This design comes from an exercise in tuning for small area, a short achievable clock period and few clock cycles on the open sky130 flow, not from production work. Power and IR drop assume default switching activity.

Setup of v23:
==> module day03p2_top, before the edit <==
module day03p2_top (
    input  logic        clk_i,
    input  logic        rst_ni,
    input  logic [3:0]  digit_i,
    input  logic        eol_i,
    output logic [63:0] result_o,
    output logic        ready_o
);
logic [11:0][3:0] s_q, s_d;
logic [11:0]      s_en;
logic [39:0] lo_q;        
logic [23:0] hi_q, hi_d;  
logic        busy_q;      
logic        flush_q;     
logic [10:0] mb_q;        
logic        tg_q;        
logic        fin_q;       
logic        clr_q;       
logic [3:0]  add_q;       
logic        dig_take, conv, nxt11;
logic [11:1] lt, moved;
logic [9:0]  ma;
logic [10:0] ms;
logic [47:0] r;
logic [39:0] a, b;
logic [63:0] y;
logic        co;
logic [3:0]  top;
logic [39:0] sum;
assign r        = s_q;
assign conv     = busy_q | eol_i;
assign dig_take = ~busy_q & ~eol_i & (digit_i != 4'd0);
assign nxt11    = mb_q[10];    
always_comb begin
    for (int i = 1; i < 12; i++) lt[i] = s_q[i] < s_q[i-1];
    moved[11] = lt[11];
    for (int i = 10; i >= 1; i--) moved[i] = moved[i+1] | lt[i];
    top = tg_q ? s_q[11] : 4'd0;
    for (int i = 0; i < 10; i++) ma[i] = mb_q[i] | add_q[0];
    for (int i = 0; i < 11; i++) ms[i] = mb_q[i] | clr_q;
    for (int j = 0; j < 40; j++) begin
        a[j] = r[j] & ma[j/4];
        if (j >= 2) b[j] = (r[j-2] & mb_q[(j-2)/4]) | (lo_q[j] & add_q[1 + j/14]);
    end
    a[39] = lo_q[39] & add_q[0];
    b[39] = r[39] & add_q[3];
    b[1] = top[2] | top[3] | (lo_q[1] & add_q[1]);
    b[0] = top[1] | top[3] | (lo_q[0] & add_q[1]);
end
bk_add #(.W(64)) u_add (.a({hi_q, a}), .b({24'd0, b}), .ci(top[3]), .y(y), .co(co));
assign sum = {y[38:0], top[0]};
assign hi_d = y[63:40];
always_comb begin
    s_d[0] = conv ? (clr_q ? 4'd0 : sum[3:0]) : digit_i;
    for (int i = 1; i < 12; i++)
        s_d[i] = ((i < 10 && mb_q[i-1]) ? sum[4*i +: 4] : 4'd0) | (ms[i-1] ? 4'd0 : s_q[i-1]);
    s_en[0] = conv | (dig_take & (moved[1] | (digit_i > s_q[0])));
    for (int i = 1; i < 12; i++) s_en[i] = conv | (dig_take & moved[i]);
end
always_ff @(posedge clk_i or negedge rst_ni) begin
    if (!rst_ni) begin
        hi_q    <= 24'd0;
        busy_q  <= 1'b1;
        flush_q <= 1'b1;
        mb_q    <= 11'd0;
        tg_q    <= 1'b1;
        fin_q   <= 1'b0;
        clr_q   <= 1'b0;
        add_q   <= 4'd0;
    end else begin
        hi_q    <= hi_d;
        fin_q   <= nxt11;
        clr_q   <= nxt11;
        add_q   <= {4{nxt11 & ~flush_q}};
        tg_q    <= ~nxt11;
        mb_q    <= (conv & ~nxt11 & ~fin_q) ? {mb_q[9:0], 1'b1} : 11'd0;
        busy_q  <= conv & ~fin_q;
        if (fin_q) flush_q <= 1'b0;
    end
end
always_ff @(posedge clk_i) begin
    if (fin_q) lo_q <= y;
    for (int i = 0; i < 12; i++) if (s_en[i]) s_q[i] <= s_d[i];
end
assign result_o = {hi_q, lo_q};
assign ready_o  = ~busy_q;
endmodule
Settings: LEC_CHECK=0, CAP_MARGIN=20, CORE_MARGIN=2, CORE_UTILIZATION=40, CTS_BUF_LIST=sky130_fd_sc_hd__clkbuf_4 sky130_fd_sc_hd__clkbuf_8, CTS_CLUSTER_DIAMETER=100, CTS_CLUSTER_SIZE=30, SETUP_SLACK_MARGIN=4.5, SLEW_MARGIN=20; clock period 8.0 ns.
run.sh (not shown) runs the stock make flow with config.mk's settings and CLKGATE_MAP_FILE= SYNTH_SCRIPT=/design/flow/synth_recipe.tcl, a recipe that flattens the netlist after the stock synthesis.
--- input diff v23..v5 ---
diff --git a/flow/design.v b/flow/design.v
--- a/flow/design.v
+++ b/flow/design.v
@@ -59,18 +59,19 @@
 logic        flush_q;     
 logic [10:0] mb_q;        
 logic        tg_q;        
 logic        fin_q;       
 logic        clr_q;       
-logic [3:0]  add_q;       
+logic        done_q;      
+logic        c_q;         
+logic [6:0]  add_q;       
+logic [9:0]  ma_q;        
 logic        dig_take, conv, nxt11;
 logic [11:1] lt, moved;
-logic [9:0]  ma;
 logic [10:0] ms;
 logic [47:0] r;
-logic [39:0] a, b;
-logic [63:0] y;
+logic [39:0] a, b, y;
 logic        co;
 logic [3:0]  top;
 logic [39:0] sum;
 assign r        = s_q;
 assign conv     = busy_q | eol_i;
@@ -79,24 +80,21 @@
 always_comb begin
     for (int i = 1; i < 12; i++) lt[i] = s_q[i] < s_q[i-1];
     moved[11] = lt[11];
     for (int i = 10; i >= 1; i--) moved[i] = moved[i+1] | lt[i];
     top = tg_q ? s_q[11] : 4'd0;
-    for (int i = 0; i < 10; i++) ma[i] = mb_q[i] | add_q[0];
     for (int i = 0; i < 11; i++) ms[i] = mb_q[i] | clr_q;
     for (int j = 0; j < 40; j++) begin
-        a[j] = r[j] & ma[j/4];
-        if (j >= 2) b[j] = (r[j-2] & mb_q[(j-2)/4]) | (lo_q[j] & add_q[1 + j/14]);
+        a[j] = r[j] & ma_q[j/4];
+        if (j >= 2) b[j] = (r[j-2] & mb_q[(j-2)/4]) | (lo_q[j] & add_q[1 + j/7]);
     end
-    a[39] = lo_q[39] & add_q[0];
-    b[39] = r[39] & add_q[3];
     b[1] = top[2] | top[3] | (lo_q[1] & add_q[1]);
     b[0] = top[1] | top[3] | (lo_q[0] & add_q[1]);
 end
-bk_add #(.W(64)) u_add (.a({hi_q, a}), .b({24'd0, b}), .ci(top[3]), .y(y), .co(co));
+bk_add #(.W(40)) u_add (.a(a), .b(b), .ci(top[3]), .y(y), .co(co));
 assign sum = {y[38:0], top[0]};
-assign hi_d = y[63:40];
+inc_late #(.W(24)) u_inc (.a(hi_q), .ci(c_q), .y(hi_d));
 always_comb begin
     s_d[0] = conv ? (clr_q ? 4'd0 : sum[3:0]) : digit_i;
     for (int i = 1; i < 12; i++)
         s_d[i] = ((i < 10 && mb_q[i-1]) ? sum[4*i +: 4] : 4'd0) | (ms[i-1] ? 4'd0 : s_q[i-1]);
     s_en[0] = conv | (dig_take & (moved[1] | (digit_i > s_q[0])));
@@ -109,20 +107,26 @@
         flush_q <= 1'b1;
         mb_q    <= 11'd0;
         tg_q    <= 1'b1;
         fin_q   <= 1'b0;
         clr_q   <= 1'b0;
-        add_q   <= 4'd0;
+        done_q  <= 1'b0;
+        c_q     <= 1'b0;
+        add_q   <= 7'd0;
+        ma_q    <= 10'd0;
     end else begin
         hi_q    <= hi_d;
         fin_q   <= nxt11;
-        clr_q   <= nxt11;
-        add_q   <= {4{nxt11 & ~flush_q}};
+        clr_q   <= nxt11 & mb_q[0];    
+        for (int k = 0; k < 7; k++) add_q[k] <= nxt11 & mb_q[k] & ~flush_q;
         tg_q    <= ~nxt11;
-        mb_q    <= (conv & ~nxt11 & ~fin_q) ? {mb_q[9:0], 1'b1} : 11'd0;
-        busy_q  <= conv & ~fin_q;
-        if (fin_q) flush_q <= 1'b0;
+        mb_q    <= (conv & ~nxt11 & ~fin_q & ~done_q) ? {mb_q[9:0], 1'b1} : 11'd0;
+        ma_q    <= (conv & ~nxt11 & ~fin_q & ~done_q) ? {mb_q[8:0], 1'b1} : {10{nxt11 & ~flush_q}};
+        done_q  <= fin_q;
+        c_q     <= add_q[0] & co;
+        busy_q  <= conv & ~done_q;
+        if (done_q) flush_q <= 1'b0;
     end
 end
 always_ff @(posedge clk_i) begin
     if (fin_q) lo_q <= y;
     for (int i = 0; i < 12; i++) if (s_en[i]) s_q[i] <= s_d[i];
==> comparison <==
v5: all stages complete, timing, DRC and antenna checks passed
On final hold slack, the lower figure sits with v5, not v23.
Compared v23 against v5; static leakage within noise.
Of the two candidates, v23 has the worse total half-perimeter wirelength after legalization and detailed placement and v5 the better one.
Utilization after layout, v23 and v5: higher on v23
Global routing usage summed across all routing layers: lower on v5
adder cells as the main combinational cell family by area after synthesis was reported by v23, and simple AND/OR/NAND/NOR gates by v5.
No functional check of the RTL was part of any run of this note.

separate check: timing with driven ports:
The results above use ideal ports. As a check the final layouts listed here were re-extracted and re-timed, cells and wires unchanged. Step 1, drivers: a clkbuf_16 drives clk_i and a buf_2 each remaining input, both assumed. Step 2 moves the port delays by t, midway between the first and last clock arrival at a register: inputs arrive t later, outputs are due t later. That takes back most of the time a late clock gives input paths. Three values: ideal, step 1, step 2; two values: the first two.
run | t, ns | setup WS [ns] | latest minus earliest clock arrival (ns) | cell pins on the clock port's net
v23 | 0.496 | 4.100 / 4.100 / 4.095 | 0.014 / 0.014 | 1
v5 | 0.480 | 4.501 / 4.501 / 4.095 | 0.021 / 0.021 | 1
After both steps every run listed still meets setup and hold. For v5, which loses most, drivers alone change the setup slack by 0.000 ns; drivers and shift together by -0.406 ns.
